Source: an optimization exercise on an open RTL-to-GDS flow (aim: small area). Production flows keep margins and buffers that such runs may drop. Function was checked by simulation only, so behaviour that the tests miss may differ from the original. Power is estimated from default activity; no workload was simulated.

### design.v
module reg_mux (data_in,clk,rst,enable,data_out);
    parameter size = 1;
    parameter rsttype = "sync";
    parameter sel = 1;
    input  [size-1:0] data_in;
    input  clk,rst,enable;
    output reg [size-1:0] data_out;
reg [size-1:0] register;
always @(*) begin
    if (sel == 1) 
        data_out = register;
    else 
        data_out = data_in;
end
generate 
    if (rsttype == "SYNC") begin
        always @(posedge clk) begin
            if (rst) 
                register <= 0;
            else if (enable) 
                register <= data_in;
        end
    end 
    else begin
        always @(posedge clk or negedge rst) begin
            if (rst) 
                register <= 0;
            else if (enable) 
                register <= data_in;
        end
    end
endgenerate
endmodule
module DSP #(
    parameter A0REG = 0, A1REG = 1,
    parameter B0REG = 0, B1REG = 1,
    parameter CREG = 1, DREG = 1, 
    parameter MREG = 1, PREG = 1, 
    parameter CARRYINREG = 1, CARRYOUTREG = 1,
    parameter OPMODEREG = 1, 
    parameter CARRYINSEL = "OPMODE5", 
    parameter B_INPUT = "DIRECT",
    parameter RSTTYPE = "SYNC"
)(
    input [17:0] A, B, D, BCIN,
    input [47:0] C, PCIN,
    input [7:0] OPMODE,
    input CARRYIN, clk, CEA, CEB, CEC, CED,
    input CECARRYIN, CEOPMODE, CEM, CEP,
    input RSTA, RSTB, RSTC, RSTD,
    input RSTCARRYIN, RSTOPMODE, RSTM, RSTP,
    output reg [17:0] BCOUT,
    output reg [35:0] M,
    output reg [47:0] P, PCOUT,
    output reg CARRYOUT, CARRYOUTF
);
reg [17:0] B0REG_IN, PRE_OUT, MUX2_OUT;
reg [47:0] MULTIP_OUT, MUX_X, MUX_Z, result;
reg CARRY_MUX_OUT, cout;
reg [48:0] POST_OUT;
wire [17:0] A0, B0, D0, B1, A1;
wire [47:0] C0, M0, P0;
wire CIN;
wire CYO;
wire [7:0] OPMODE_reg;
always @(*) begin
    B0REG_IN = (B_INPUT == "DIRECT") ? B : BCIN;
end
always @(*) begin
    CARRY_MUX_OUT = (CARRYINSEL == "OPMODE5") ? OPMODE_reg[5] : CARRYIN;
end
reg_mux #(.size(18), .rsttype(RSTTYPE), .sel(A0REG)) RM1 (A, clk, RSTA, CEA, A0);
reg_mux #(.size(18), .rsttype(RSTTYPE), .sel(B0REG)) RM2 (B0REG_IN, clk, RSTB, CEB, B0);
reg_mux #(.size(48), .rsttype(RSTTYPE), .sel(CREG)) RM3 (C, clk, RSTC, CEC, C0);
reg_mux #(.size(18), .rsttype(RSTTYPE), .sel(DREG)) RM4 (D, clk, RSTD, CED, D0);
reg_mux #(.size(8), .rsttype(RSTTYPE), .sel(PREG)) RM5 (OPMODE, clk, RSTOPMODE, CEOPMODE, OPMODE_reg);
reg_mux #(.size(18), .rsttype(RSTTYPE), .sel(A1REG)) RM6 (A0, clk, RSTA, CEA, A1);
reg_mux #(.size(18), .rsttype(RSTTYPE), .sel(B1REG)) RM7 (MUX2_OUT, clk, RSTB, CEB, B1);
reg_mux #(.size(48), .rsttype(RSTTYPE), .sel(MREG)) RM8 (MULTIP_OUT, clk, RSTM, CEM, M0);
reg_mux #(.size(1), .rsttype(RSTTYPE), .sel(CARRYINREG)) RM9 (CARRY_MUX_OUT, clk, RSTCARRYIN, CECARRYIN, CIN);
reg_mux #(.size(1), .rsttype(RSTTYPE), .sel(CARRYOUTREG)) RM10 (cout, clk, RSTCARRYIN, CECARRYIN, CYO);
reg_mux #(.size(48), .rsttype(RSTTYPE), .sel(PREG)) RM11 (result, clk, RSTP, CEP, P0);
always @(*) begin
    case (OPMODE_reg[1:0])
        2'b00: MUX_X = 0;
        2'b01: MUX_X = M0;
        2'b10: MUX_X = PCOUT;
        2'b11: MUX_X = {D0[11:0], A1, B1};
    endcase
    case (OPMODE_reg[3:2])
        2'b00: MUX_Z = 0;
        2'b01: MUX_Z = PCIN;
        2'b10: MUX_Z = P;
        2'b11: MUX_Z = C0;
    endcase
end
always @(*) begin
    PRE_OUT = (OPMODE_reg[6]) ? (D0 - B0) : (D0 + B0);
    MUX2_OUT = (OPMODE_reg[4]) ? PRE_OUT : B0;
    POST_OUT = (OPMODE_reg[7]) ? (MUX_Z - (MUX_X + CIN)) : (MUX_Z + (MUX_X + CIN));
    result = POST_OUT[47:0];
    cout = POST_OUT[48];
    BCOUT = B1;
    MULTIP_OUT = A1 * B1;
    M = M0[35:0];
    P = P0;
    PCOUT = P0;
    CARRYOUT = CYO;
    CARRYOUTF = CYO;
end
endmodule
### run.sh
#!/bin/bash
# synth_recipe.tcl (not shown) runs the flow's synth.tcl, then flattens the netlist and writes it again
# the make line also repeats each setting of config.mk as NAME=value (left out here)
make -C /OpenROAD-flow-scripts/flow DESIGN_CONFIG=/design/flow/config.mk WORK_HOME=/design/flow/orfs CLKGATE_MAP_FILE= SYNTH_SCRIPT=/design/flow/synth_recipe.tcl finish
### config.mk
export PLATFORM = sky130hd
export DESIGN_NAME = DSP
export DESIGN_NICKNAME = DSP
export VERILOG_FILES = /design/flow/design.v
export SDC_FILE = /design/flow/constraint.sdc
export NUM_CORES = 4
export LEC_CHECK = 0
export CAP_MARGIN = 20
export CORE_MARGIN = 2
export CORE_UTILIZATION = 40
export SLEW_MARGIN = 20
### constraint.sdc
create_clock -name core_clock -period 8.0 [get_ports {clk}]
set_input_delay 1.6000 -clock core_clock [delete_from_list [all_inputs] [get_ports {clk}]]
set_output_delay 1.6000 -clock core_clock [all_outputs]
set_load 0.01 [all_outputs]
==> qor.yml <==
yosys:
  synth_enable_flop_cells: 0
  synth_nets: 3744
  synthArstFlopShare_pct: 0
  yosysWarningCount: 6
  synth-main-ff-cell: "dfxtp_1"
  yosysTopAreaCell: "fa_1"
  ys_seq_area_share_pct: 14.98
  ys_top_cells_by_area: "fa_1 20%, dfxtp_1 15%, ha_1 8.6%, mux2i_1 7.3%, inv_1 4.9%"
  ys_seq_elements: 196
  synth.top_cell.area_share_pct: 19.72
  syn_avg_cell_area_um2: 8.414
  synthCells: 3113
  yosysUniqueCellTypes: 94
  syn_area_um2: 26190
grt:
  track_usage_pct: 24.82
  grt_pass1_vias: 22190
  antenna_found_initial: 0
  grt_max_degree: 73
  grt_overflow_total: 0
  grt_first_pass_wirelength_um: 129400
power:
  p_int_uw: 3115
  irDropWorstVdd_mv: 0.1684
  p_clk_share_pct: 16.8
  seqPwrFrac_pct: 26.1
  pwr-share-comb_pct: 57.1
  netSwitchingFraction_pct: 44.83
  leakage_uw: 0.01380
  p_sw_uw: 2531
  powerDensity_nw_per_um2: 184.4
critical_path:
  arrival_ps: 7830
  critPathCaptureType: "register"
  critPathLaunchType: "register"
  required_ps: 8420
  critPathMaxFanout: 10
  path_class: "register to register"
clock_tree:
  clk_pin_slew_ps: 100
  clockRootBuffer: "clkbuf_16"
  insertion_delay_ps: 520
  cts_setup_buffers: 0
  cts_buffer_depth: 2
  htree_levels: 4
  cts-buffers-inserted: 17
  cts_tree: "done"
  cts-hold-fix-buffers: 0
  cts.sinks: 196
sta:
  rsz0062_at_grt: "no"
  setup_viol: 0
  skew_ps: 27.52
  maxSlewViolCount: 0
  min_period_ps: 7415
  fin_crit_sh_pct: 92.69
  clock.fmax_mhz: 134.9
  hold_viol: 0
  maxSlewHeadroom_pct: 34.04
  tns_ps: 0
  worst-slew-pin-transition_ps: 986.4
finish:
  fillers: 6395
  layout_commonest_cell: "inv_1"
  layout_common_cells: "345 x inv_1, 320 x clkdlybuf4s50_1, 298 x nand2_1, 295 x nor2_1, 258 x fa_1"
  drive_above_1_share_pct: 7.695
  nNetsFinal: 3945
  layout.cells.non_filler: 4182
  syn_to_final_growth_pct: 16.87
  num_antenna_cells: 0
detailed_routing:
  dr_total_vias: 22210
  drcViolationCount: 0
  routed_wl_um: 83320
  routedWlPerCell_um: 19.92
  firstDrtPassIters: 7
  via_per_inst: 5.312
  ant_nets: 0
  first_iter_violations: 1246
worst_hold_path:
  hold_class: "register to register"
die:
  design.die.area_um2: 67550
  rows: 93
  core_area_um2: 64580
  ioPinCount: 346
  die_h_um: 259.9
  die_w_um: 259.9
  initial_core_util_pct: 40.56
placement:
  hpwl_um: 66540
  io_buffers: 326
  dp_cells: 4150
  gp_congestion: 0.9477
run_status:
  outcome: "no timing/DRC/antenna violations"
run:
  drv_cap: 0
==> kinds of logic (layout without fill, tap and decap cells) <==
kind of cell | after synthesis | count (layout) | share of synthesized area [%]
AND/OR/NAND/NOR | 964 | 964 | 17.53
buffers and inverters | 571 | 785 | 9.252
AO/OA/AOI/OAI | 476 | 476 | 12.55
adder cells (fa/ha/maj) | 437 | 437 | 28.27
multiplexers | 277 | 277 | 11.01
flip-flops | 196 | 196 | 14.98
XOR/XNOR | 192 | 192 | 6.420
==> power groups by stage <==
stage	clock, uW	combinational [uW]	sequential, uW
final	949	3220	1470
after global routing	1000	3580	1490
after CTS	971	3220	1470
after detailed placement	0	3200	1490
after global placement	0	3180	1490
after floorplan	0	2250	1340
==> flip-flops by register name (all words and copies together) (netlist names) <==
signal and flops:
RM8.register 36, RM7.register 18, RM6.register 18, RM4.register 18, RM10.register 1, RM3.register 48, RM9.register 1, RM5.register 8
RM11.register 48
==> metrics by stage <==
| step | power, uW | utilization, % | setup WS [ps] | cell area, um2 | hold slack, ps |
|---|---|---|---|---|---|
| 5_1_grt | 6069 | 47.40 | 44.64 | 30610 | 514.9 |
| 2_1_floorplan | 3582 | - | 1163 | 26190 | 454.4 |
| 4_1_cts | 5654 | 47.41 | 602.0 | 30620 | 499.0 |
| 3_5_place_dp | 4685 | 46.47 | 615.3 | 30010 | 478.4 |
| 3_3_place_gp | 4673 | 46.47 | 688.4 | 30010 | 465.4 |
| 6_report | 5646 | 47.40 | 584.5 | 30610 | 490.1 |
==> worst max-delay path, cell delays in order (launching register included) <==
cell and delay [ps]:
dfxtp_1 750, nand2_1 160, fa_1 520, inv_1 50, fa_1 480, inv_1 70
fa_1 500, fa_1 540, inv_1 50, fa_1 510, fa_1 440, ha_1 370
a21o_1 180, a21oi_1 280, nand3b_1 100, o21ai_0 450, a311oi_1 330, a311o_1 460
a21o_1 210, a21o_1 200, a2111oi_0 420, a41o_1 160, o21ai_0 80
==> layout make-up <==
class / count / area, um2 / share of cell area [%]
multi-input combinational: 2346 / 19860 / 64.88
clock buffer: 18 / 429.2 / 1.402
tap: 855 / 1070 / 3.495
inverter: 345 / 1295 / 4.230
timing repair buffer: 408 / 3849 / 12.57
clock inverter: 14 / 180.2 / 0.5885
sequential: 196 / 3929 / 12.83
==> cell usage after synthesis (83+ instances only) <==
library cell,number
and2_1,128
a21oi_1,110
inv_1,345
dfxtp_1,196
clkbuf_1,133
mux2i_1,192
mux2_2,83
nor2_1,295
ha_1,179
nand2_1,298
xnor2_1,137
fa_1,258
==> what timing repair did <==
action	in CTS	in global routing
setup endpoints to repair	0	1
gates resized for setup	0	1
hold endpoints to repair	0	0
==> routing by layer <==
layer / global-route usage, % / routed length [um]
met1: 34.21 / 38280
met4: 6.849 / 1760
met2: 40.29 / 38460
met3: 3.791 / 4824
met5: 0 / 0
==> final timing paths <==
path,from,endpoint,slack (ps),depth (start not counted)
worst max-delay path,RM6.register[6],RM8.register[35],580,22
worst min register to register,RM3.register[8],RM3.register[8],490,2
worst max register to register,RM6.register[6],RM8.register[35],580,22
worst min-delay path,RM3.register[8],RM3.register[8],490,2

separate check: timing with driven ports:
The results above use ideal ports. As a check the final layout listed here was re-extracted and re-timed, cells and wires unchanged. Step 1: set_driving_cell puts a clkbuf_16 on clk and a buf_2 on each other input, an assumption about the parent block. Step 2 moves the port delays by t, midway between the first and last clock arrival at a register: inputs arrive t later, outputs are due t later. That takes back most of the time a late clock gives input paths. Three values: ideal ports, drivers, drivers and shift; two values: the first two.
t (ns): 0.571
setup WS [ns]: 0.585 / 0.585 / 0.585
worst setup path after step 2: register to register
latest minus earliest clock arrival (ns): 0.028 / 0.028
cell pins on the clock port's net: 1
After both steps setup and hold are still met in this run. For this run, drivers alone change the setup slack by 0.000 ns; drivers and shift together by 0.000 ns.
